Background: an optimization exercise with open tools, aiming at small area, a short achievable clock period and few clock cycles. Do not read the settings as production practice.

xenon:
==> module L1, before the edit <==
module  L1(
	input             clk,
	input             reset,
	input             rd_next,    
	output            crd,
	output     [11:0] caddr_rd,
	input      [19:0] cdata_rd,
	output            wr,         
	output     [19:0] val
	);
reg        crd_r, rd_d;
reg [ 2:0] qd;          
reg [19:0] rd_q;
reg [11:0] q;           
reg        qdone;
reg signed [19:0] r1, r2;
wire signed [19:0] d = rd_q;
wire signed [19:0] mx = (r2 > d) ? r2 : d;
assign crd = crd_r;
assign caddr_rd = {q[11:9], q[3], q[0], q[1], q[8:4], q[2]};
assign wr  = rd_d && (qd[2:1] == 2'd3);    
assign val = mx;
always @(posedge clk or posedge reset) begin
	if (reset) begin
		crd_r <= 1'b0; q <= 12'd0; qdone <= 1'b0; rd_d <= 1'b0; qd <= 3'd0;
	end else begin
		crd_r <= rd_next && !qdone;
		rd_d  <= crd_r;
		qd    <= q[2:0];
		if (crd_r) begin
			q <= q + 12'd1;
			if (q == 12'd4095) qdone <= 1'b1;
		end
	end
end
always @(posedge clk) begin
	rd_q <= cdata_rd;    
	r1 <= (qd[2:1] == 2'd0) ? d : mx;    
	r2 <= r1;
end
endmodule
==> module CONV, before the edit <==
module  CONV(
	input		  clk,
	input		  reset,
	output		  busy,
	input		  ready,
	output [11:0] iaddr,
	input  [19:0] idata,
	output	 	  cwr,
	output [11:0] caddr_wr,
	output [19:0] cdata_wr,
	output	 	  crd,
	output [11:0] caddr_rd,
	input  [19:0] cdata_rd,
	output [ 2:0] csel
	);
localparam LAT = 2;    
reg        busy_r, done_r, run_r;
reg        zc_r;       
reg        prv_r;      
reg [11:0] ra_r;       
reg [ 3:0] rr_r;       
reg        rv_r;       
wire       l1_last;
assign busy  = busy_r;
assign iaddr = ra_r;
wire rlast = (rr_r == 4'd9);
always @(posedge clk or posedge reset) begin
	if (reset) begin
		busy_r    <= 1'b0;
		run_r     <= 1'b0;
		zc_r      <= 1'b1;
		prv_r     <= 1'b0;
		ra_r      <= 12'd4032;    
		rr_r      <= 4'd0;
		rv_r      <= 1'b0;
	end else begin
		if (!busy_r && !done_r && ready) begin
			busy_r <= 1'b1;
			run_r  <= 1'b1;
		end
		if (l1_last) begin
			busy_r <= 1'b0;
			run_r  <= 1'b0;
		end
		if (run_r) begin
			if (rlast) begin
				rr_r  <= 4'd0;
				prv_r <= !zc_r;
				if (zc_r) begin
					zc_r <= 1'b0;
					rv_r <= (ra_r[11:6] != 6'd63);
				end else if (ra_r[5:0] == 6'd63) begin
					zc_r <= 1'b1;
					rv_r <= 1'b0;
					ra_r <= ra_r - 12'd127;           
				end else begin
					ra_r <= ra_r - 12'd575;           
					rv_r <= (ra_r[11:6] != 6'd8);
				end
			end else begin
				rr_r <= rr_r + 4'd1;
				if (!zc_r) begin
					ra_r <= ra_r + 12'd64;
					rv_r <= !(rr_r == 4'd8 && ra_r[11:6] == 6'd63);
				end
			end
		end
	end
end
reg [19:0] px [0:22];
reg        vld1;                   
integer i;
always @(posedge clk) begin
	px[0] <= rv_r ? idata : 20'd0;
	for (i = 1; i < 23; i = i + 1) px[i] <= px[i-1];
end
always @(posedge clk or posedge reset) begin
	if (reset) vld1 <= 1'b0;
	else       vld1 <= run_r && prv_r && (rr_r >= 4'd2);
end
wire [19:0] res;
convolution u_conv (
	.clk(clk),
	.t0(px[0]),  .t1(px[1]),  .t2(px[2]),
	.t3(px[10]), .t4(px[11]), .t5(px[12]),
	.t6(px[20]), .t7(px[21]), .t8(px[22]),
	.res(res)
);
reg [LAT-1:0] vpipe;
always @(posedge clk or posedge reset) begin
	if (reset) vpipe <= {LAT{1'b0}};
	else       vpipe <= {vpipe, vld1};
end
wire bnext   = vpipe[LAT-1];
reg  l0_done;
wire l0_next = bnext && !l0_done;
reg        cwr_r;
reg [ 2:0] csel_r;
reg [11:0] cad_r;
reg [19:0] cdat_r;
reg [11:0] wa_r;         
reg [ 9:0] lc_r;         
wire        l1_wr;       
wire [19:0] l1_val;
assign cwr      = cwr_r;
assign csel     = csel_r;
assign caddr_wr = cad_r;
assign cdata_wr = cdat_r;
assign l1_last  = cwr_r && done_r;
always @(posedge clk or posedge reset) begin
	if (reset) begin
		cwr_r <= 1'b0; csel_r <= 3'd1;
		wa_r <= 12'd0; l0_done <= 1'b0; lc_r <= 10'd0; done_r <= 1'b0;
	end else begin
		cwr_r <= (l0_next || l1_wr) && !done_r;
		if (l0_next) begin
			csel_r <= 3'd1;
			if (wa_r[8:6] != 3'd7) wa_r <= wa_r + 12'd64;
			else if (wa_r[5:0] == 6'd63) wa_r <= wa_r + 12'd1;
			else wa_r <= wa_r - 12'd447;
			if (wa_r == 12'd4095) l0_done <= 1'b1;
		end else begin
			csel_r <= l1_wr ? 3'd3 : 3'd1;
			if (l1_wr) begin
				lc_r <= lc_r + 10'd1;
				if (lc_r == 10'd1023) done_r <= 1'b1;
			end
		end
	end
end
always @(posedge clk) begin
	if (l0_next) begin
		cad_r  <= wa_r;
		cdat_r <= res;
	end else begin
		cad_r  <= {2'b00, lc_r[9:7], lc_r[1:0], lc_r[6:2]};
		cdat_r <= l1_val;
	end
end
reg pool_on;
always @(posedge clk or posedge reset) begin
	if (reset) pool_on <= 1'b0;
	else if (l0_next && wa_r == 12'd449) pool_on <= 1'b1;    
end
L1 u_pool (
	.clk(clk),
	.reset(reset),
	.rd_next(bnext && pool_on),
	.crd(crd),
	.caddr_rd(caddr_rd),
	.cdata_rd(cdata_rd),
	.wr(l1_wr),
	.val(l1_val)
);
endmodule
Settings: LEC_CHECK=0, CAP_MARGIN=20, CORE_MARGIN=2, CORE_UTILIZATION=65, CTS_BUF_LIST=sky130_fd_sc_hd__clkbuf_8, CTS_CLUSTER_DIAMETER=55, CTS_CLUSTER_SIZE=18, SLEW_MARGIN=20, SYNTH_HIERARCHICAL=1, SYNTH_MINIMUM_KEEP_SIZE=0; clock period 12.0 ns.
standard.sh (not shown) runs the stock make flow with config.mk's settings and CLKGATE_MAP_FILE= SYNTH_SCRIPT=/design/flow/synth_recipe.tcl, a recipe that flattens the netlist after the stock synthesis.
==> flow/flow/run.sh <==
#!/bin/bash
# The standard layout (standard.sh), with two changes to how it is made; the
# constraints are unchanged:
#  - repair_timing aims for 8 ns of setup slack at the design's clock period;
#  - the port buffers that buffer_ports inserts on every input and output are buf_4 cells.
# Each tool's output is in orfs/logs/; make's own output is in make.log.
set -euo pipefail
bash standard.sh SETUP_SLACK_MARGIN=8 "BUFFER_PORTS_ARGS=-buffer_cell sky130_fd_sc_hd__buf_4" finish > make.log 2>&1
xenon closes out successfully: all stages finished, all timing, DRC and antenna checks passed.
The inputs of tundra differ from those of xenon as listed below.
diff --git a/flow/design.v b/flow/design.v
--- a/flow/design.v
+++ b/flow/design.v
@@ -2441,4 +2441,5 @@
 	input             reset,
 	input             rd_next,    
+	input             gap_next,   
 	output            crd,
 	output     [11:0] caddr_rd,
@@ -2447,19 +2448,22 @@
 	output     [19:0] val
 	);
-reg        crd_r, rd_d;
+reg        crd_r, hv, rd_d;
 reg [ 2:0] qd;          
 reg [19:0] rd_q;
 reg [11:0] q;           
 reg        qdone;
-reg signed [19:0] r1, r2;
+reg signed [19:0] m, h;
 wire signed [19:0] d = rd_q;
-wire signed [19:0] mx = (r2 > d) ? r2 : d;
+wire signed [19:0] mx = (m > d) ? m : d;
 assign crd = crd_r;
-assign caddr_rd = {q[11:9], q[3], q[0], q[1], q[8:4], q[2]};
-assign wr  = rd_d && (qd[2:1] == 2'd3);    
-assign val = mx;
+assign caddr_rd = {q[11:9], q[3:2], q[0], q[8:4], q[1]};
+wire blk_end = rd_d && (qd[1:0] == 2'd3);
+wire wr_b = blk_end && qd[2];              
+wire wr_h = gap_next && hv && !wr_b;       
+assign wr  = wr_b || wr_h;
+assign val = wr_b ? mx : h;
 always @(posedge clk or posedge reset) begin
 	if (reset) begin
-		crd_r <= 1'b0; q <= 12'd0; qdone <= 1'b0; rd_d <= 1'b0; qd <= 3'd0;
+		crd_r <= 1'b0; hv <= 1'b0; q <= 12'd0; qdone <= 1'b0; rd_d <= 1'b0; qd <= 3'd0;
 	end else begin
 		crd_r <= rd_next && !qdone;
@@ -2470,10 +2474,12 @@
 			if (q == 12'd4095) qdone <= 1'b1;
 		end
+		if (blk_end && !qd[2]) hv <= 1'b1;
+		else if (wr_h) hv <= 1'b0;
 	end
 end
 always @(posedge clk) begin
 	rd_q <= cdata_rd;    
-	r1 <= (qd[2:1] == 2'd0) ? d : mx;    
-	r2 <= r1;
+	m <= (!rd_d || qd[1:0] == 2'd0) ? d : mx;    
+	if (blk_end && !qd[2]) h <= mx;
 end
 endmodule
@@ -2627,4 +2633,5 @@
 	.reset(reset),
 	.rd_next(bnext && pool_on),
+	.gap_next(!bnext),
 	.crd(crd),
 	.caddr_rd(caddr_rd),
## What came out
- Looking at sequential cell area, tundra sits 1.5% higher than xenon does.
- Changes observed in tundra relative to xenon: via count of the first global-routing pass shows a reduction of 346; worst setup slack shows a reduction of 28 ps; layout overhead on the synthesized area shows no meaningful change; summed area of non-filler cells in the final layout shows an increase of 550 um2.
- tundra: utilization is 0.32 points lower than what xenon reported.
- tundra finished all stages; the layout is clean.
- xenon and tundra ended up with roughly the same fraction of standard cell area in multi-input logic.
No functional check of the RTL was part of any run of this note.

re-timing with driven ports:
No port has a modelled driver above. Below, the same layouts with a new extraction and two added sets of constraints.
Step 1, drivers: a clkbuf_16 drives clk and a buf_2 each remaining input, both assumed.
Step 2, shift: input delay + t, output delay - t, t = (earliest + latest rising clock arrival at the registers) / 2. This alone moves slack from input paths to output paths.
a / b / c = ideal / step 1 / step 2; a / b = the first two.
run	t, ns	setup slack, ns	hold WS [ns]	worst register clock-pin slew, ns	cell pins on the clock port's net
xenon	0.739	7.988 / 7.988 / 7.988	0.320 / 0.320 / 0.320	0.11 / 0.11	1
tundra	0.736	7.961 / 7.961 / 7.961	0.314 / 0.314 / 0.314	0.11 / 0.11	1
After both steps setup and hold are still met in every run listed.
